This is an optimization exercise on Yosys and OpenROAD, whose aim is small area, not a production implementation.
No functional check of the RTL was part of any run shown here.

==> flow/design.v, too long to show whole: its modules and the start of the top module <==
// module low_sel: 15 lines
// module booth_sel: 17 lines
// module fa: 8 lines
// module fac: 8 lines
// module ha: 8 lines
// module booth_enc: 26 lines
// module negsum: 27 lines
// module dot_lo: 364 lines
// module dot_hi: 359 lines
// module cpa20: 49 lines
// module multiply_matrix: 95 lines
module multiply_matrix
(
    input clk,
    input load,
	input load_w,
	input [159:0] c,
    input [63:0] a,
	input [63:0] b,
    output logic [159:0] out
);
  // ...
==> flow/flow/run.sh <==
#!/bin/bash
# Layout: the standard flow (standard.sh, unchanged synthesis and steps),
# with the input and output port buffers made of sky130_fd_sc_hd__buf_1.
set -euo pipefail
export BUFFER_PORTS_ARGS="-buffer_cell sky130_fd_sc_hd__buf_1"
bash standard.sh > standard_flow.log 2>&1
==> flow/standard.sh <==
#!/bin/bash
# synth_recipe.tcl (not shown) runs the flow's synth.tcl, then flattens the netlist and writes it again
# the make line also repeats each setting of config.mk as NAME=value (left out here)
make -C /OpenROAD-flow-scripts/flow DESIGN_CONFIG=/design/flow/config.mk WORK_HOME=/design/flow/orfs CLKGATE_MAP_FILE= SYNTH_SCRIPT=/design/flow/synth_recipe.tcl "${@:-finish}"
==> flow/config.mk <==
export PLATFORM = sky130hd
export DESIGN_NAME = multiply_matrix
export DESIGN_NICKNAME = multiply_matrix
export VERILOG_FILES = /design/flow/design.v
export SDC_FILE = /design/flow/constraint.sdc
export NUM_CORES = 8
export LEC_CHECK = 0
export CAP_MARGIN = 20
export CORE_MARGIN = 2
export CORE_UTILIZATION = 60
export CTS_BUF_LIST = sky130_fd_sc_hd__clkbuf_8 sky130_fd_sc_hd__clkbuf_16
export CTS_CLUSTER_DIAMETER = 60
export CTS_CLUSTER_SIZE = 20
export PLACE_DENSITY = 0.72
export SLEW_MARGIN = 20
export SYNTH_HIERARCHICAL = 1
==> flow/constraint.sdc <==
create_clock -name core_clock -period 5.0 [get_ports {clk}]
set_input_delay 1.0000 -clock core_clock [delete_from_list [all_inputs] [get_ports {clk}]]
set_output_delay 1.0000 -clock core_clock [all_outputs]
set_load 0.01 [all_outputs]
==> results.txt, run 1 <==
* Status: finished with violations
* SO Faults: negative setup slack
* Well-Tap Cells at 3515
* Worst setup margin at -0.114 ns
* Met2 wire len at 238 mm
* Grt met3 use at 20.9%
* Setup Skew at slightly above 0.06 ns
* CP Max Fanout at 3
* Worst Max-Slew Pin Slew at 1.11 ns
* Final-layout clock buffer total at 194
* Final setup vio count at 5
* #MultiIn Comb at 5868
* Multi-input logic area at 79500 um^2
* Starting Density at 60.2%
* Reg2Reg Depth at 20
* Largest delay share family, worst path: adder cells
* Worst Hold Path EP: w[0][57]
* Multi-input combinational area share at between 40% and 50%
* Most Frequent Cell on Critical Path: inv_2
* Setup repair bufs after CTS at 2
* Seq Cell Count at 2226
* Initial drt markers at 31600
* ANT cells at 18
==> run 2, diff against run 1 <==
==> flow/flow/run.sh (replaced) <==
#!/bin/bash
# Layout: the standard flow (standard.sh, unchanged synthesis and steps),
# with the input and output port buffers made of sky130_fd_sc_hd__buf_1 and
# clock tree synthesis without dummy loads and with larger sink clusters.
set -euo pipefail
export BUFFER_PORTS_ARGS="-buffer_cell sky130_fd_sc_hd__buf_1"
export CTS_ARGS="-sink_clustering_enable -repair_clock_nets -dont_use_dummy_load -sink_clustering_size 30 -sink_clustering_max_diameter 80 -buf_list sky130_fd_sc_hd__clkbuf_16"
bash standard.sh > standard_flow.log 2>&1
==> run 2 against run 1 <==
Still fails the layout checks on negative setup slack. Global-route usage is 0.46 points lower. Core utilization is 1.1 points lower. Setup slack worse by 0.049 ns. Die area stayed put. Critical path type unchanged. Highest routed layer unchanged.
==> results.txt, run 2 <==
* Total CTS buffers at 142
* Min Tclk post-route at 5.16 ns
* Worst Hold Depth at 1
* Max Cap Viol at 0
* Largest register by flop count: s
* Layout Nets at 13200
* Status: finished with violations
* Die height at 516 um
* Vias in the first global route at 106000
* Initial drt markers at 31000 (-1.8%)
* Worst Hold Path EP: w[0][16]
* Launching point of the worst reg2reg path: a1[40]
* Max Fclk at 194 MHz
* IO buf count at 450
* Commonest non-fill, non-tap cell in the layout: fa_1
* Non-filler cells, final at 13700
* Routed WL per cell at 43.1 um
* Max FFs per register at 960
* Largest regs: s (960), w (512)
* Worst hold start: b[16]
* Place WS at -0.438 ns
* Placement row count at ~190
* First-pass DRT Iterations at 23
* Final setup vio count at 4 (-1)
* Max-Slew Margin vs Limit at between 20% and 30%
* Syn Nets at approximately 13000
* Critical path endpoint category: flip-flop
* Remaining global-route overflow at 0
* HP Class: in2reg
* Worst Max-Slew Pin Slew at 1.16 ns (+0.0529 ns)
* SO Faults: negative setup slack
* Ports at approximately 450
* Setup Skew at 0.106 ns (+0.0440 ns)
* Finished Core Util at 63.6%
* CTS Root Cell: clkbuf_16
* Layout cells sized above 1 at approximately a tenth
* Largest net degree at the start of global routing at about 130
* Critical Path AT at 5.78 ns
* Via/cell ratio at 7.65
* Mapped Area at 158000 um^2
* M2 GR Usage at 59.8%
* Commonest non-fill, non-tap cells in the layout: fa_1, edfxtp_1, a222oi_1, inv_1, buf_4
* Synth Warn # at 13
* Grt met3 use at 20.7% (-0.22 points)
* Area growth, synth to finish at 5.75%
* Worst setup margin at -0.163 ns (-0.0492 ns)
* RSZ-0062 raised after global routing: true
* Post-synthesis average cell area at 15.4 um^2
* Fin crit share at 103%
* Vias at 105000
* Reg2Reg Depth at 21 (+5.0%)
* Final Cell Area at 167000 um^2
* Most used routing layer: met2
* DIE AREA at 267000 um^2
* R2R setup slack at -0.16 ns
* Final TNS setup at -0.506 ns
* First-pass GRT wire length at 813 mm
* # clock sinks at 2226
* GRT Util Overall at between 40 and 50%
* M1 GR Usage at 59.7%
* CP startpoint kind: flip-flop
* Antenna violations before repair at 17
* Worst skew pair latency at 0.91 ns
* Residual DRC at 0
* Reg-to-reg endpoint: n2[8]
* Area after DPL at 163000 um^2
* Routability-driven placement congestion ratio at 1.08
* DP HPWL at around 450 mm
* Final ANT Viol Nets at 0
* Count of pins over their slew limit at 0
* Crit Path Class: reg2reg
* Required @ worst endpoint at 5.62 ns
* Clock buffer depth at 4
* Gate Count Post-Synth at ~10000
* Clock-pin slew on the worst setup and hold paths at around 0.11 ns
* Drt total wl at a little under 600 mm
* Starting Density at 60.2% (unchanged)
* Die X at 516 um
* CTS tree: done
* CP Max Fanout at 4 (+1)
* Total core area at 262000 um^2
* Fin. Hold Viols at 0
* Placed Cells at 13600
* H-tree levels at 4
-- run 2: final cells by class --
cell class	instances	area [um^2]
Fill cell	18600	95200
Multi-Input combinational cell	5868	79500
Sequential cell	2226	66800
Timing Repair Buffer	1231	9530
Tap cell	3515	4400
Clock buffer	142	3550
Inverter	716	2690
Antenna cell	19	47.5
-- run 2: how the worst max path moves through the flow --
stage	start	to	depth (start not counted)
finish	a1[40]	n2[8]	21
floorplan	a1[24]	n2[8]	17
global placement	a1[32]	n2[9]	17
global route	a1[40]	n2[9]	20
CTS	a1[40]	n2[8]	21
detailed placement	a1[32]	n2[9]	16
-- run 2: per-layer routing --
| layer | vias to the layer above | wire [um] | part of all wire, % |
|---|---|---|---|
| met5 | - | 460 | 0.078 |
| met4 | 14 | 41100 | 7.0 |
| met3 | 2045 | 103000 | 18 |
| met2 | 10600 | 237000 | 40 |
| met1 | 53300 | 209000 | 35 |
| li1 | 39000 | - | - |
-- run 2: critical path: stages, from the launching register on --
cell and delay (ns):
edfxtp_1 0.46, ha_4 0.20, ha_4 0.25, inv_2 0.03, fa_2 0.33, inv_2 0.08
ha_4 0.19, fa_2 0.57, buf_6 0.13, clkinvlp_4 0.16, fa_1 0.53, ha_2 0.17
inv_2 0.03, fa_1 0.48, inv_2 0.05, fa_2 0.39, ha_4 0.32, buf_6 0.10
o21ai_2 0.04, o21bai_1 0.16, a21oi_2 0.08, xnor2_1 0.12
-- run 2: timing repair --
| item | CTS | global route |
|---|---|---|
| endpoints found under the setup margin | 7 | 9 |
| buffers inserted | 2 | 2 |
| pin swaps | 13 | 7 |
| hold buffers | 0 | 0 |
| hold endpoints to repair | 0 | 0 |
| resized for setup | 22 | 13 |
-- run 2: stage by stage --
stage          hold slack, ns
2_1_floorplan           0.400
3_3_place_gp            0.400
3_5_place_dp            0.405
4_1_cts                 0.216
5_1_grt                 0.256
6_report                0.261

## re-timing with driven ports
The results above use ideal ports. As a check the final layouts listed here were re-extracted and re-timed, cells and wires unchanged.
Step 1, drivers: a clkbuf_16 drives clk and a buf_2 each remaining input, both assumed.
Step 2 moves the port delays by t, midway between the first and last clock arrival at a register: inputs arrive t later, outputs are due t later. That takes back most of the time a late clock gives input paths.
Slacks: ideal / step 1 / step 2; pairs: ideal / step 1.
run	shift t [ns]	slack for setup (ns)	worst setup path at the end	slew at the worst register clock pin (ns)	pins driven straight from the clock port
run 1	1.011	-0.114 / -0.114 / -0.114	register to register	0.09 / 0.09	1
run 2	0.969	-0.163 / -0.163 / -0.163	register to register	0.11 / 0.11	1
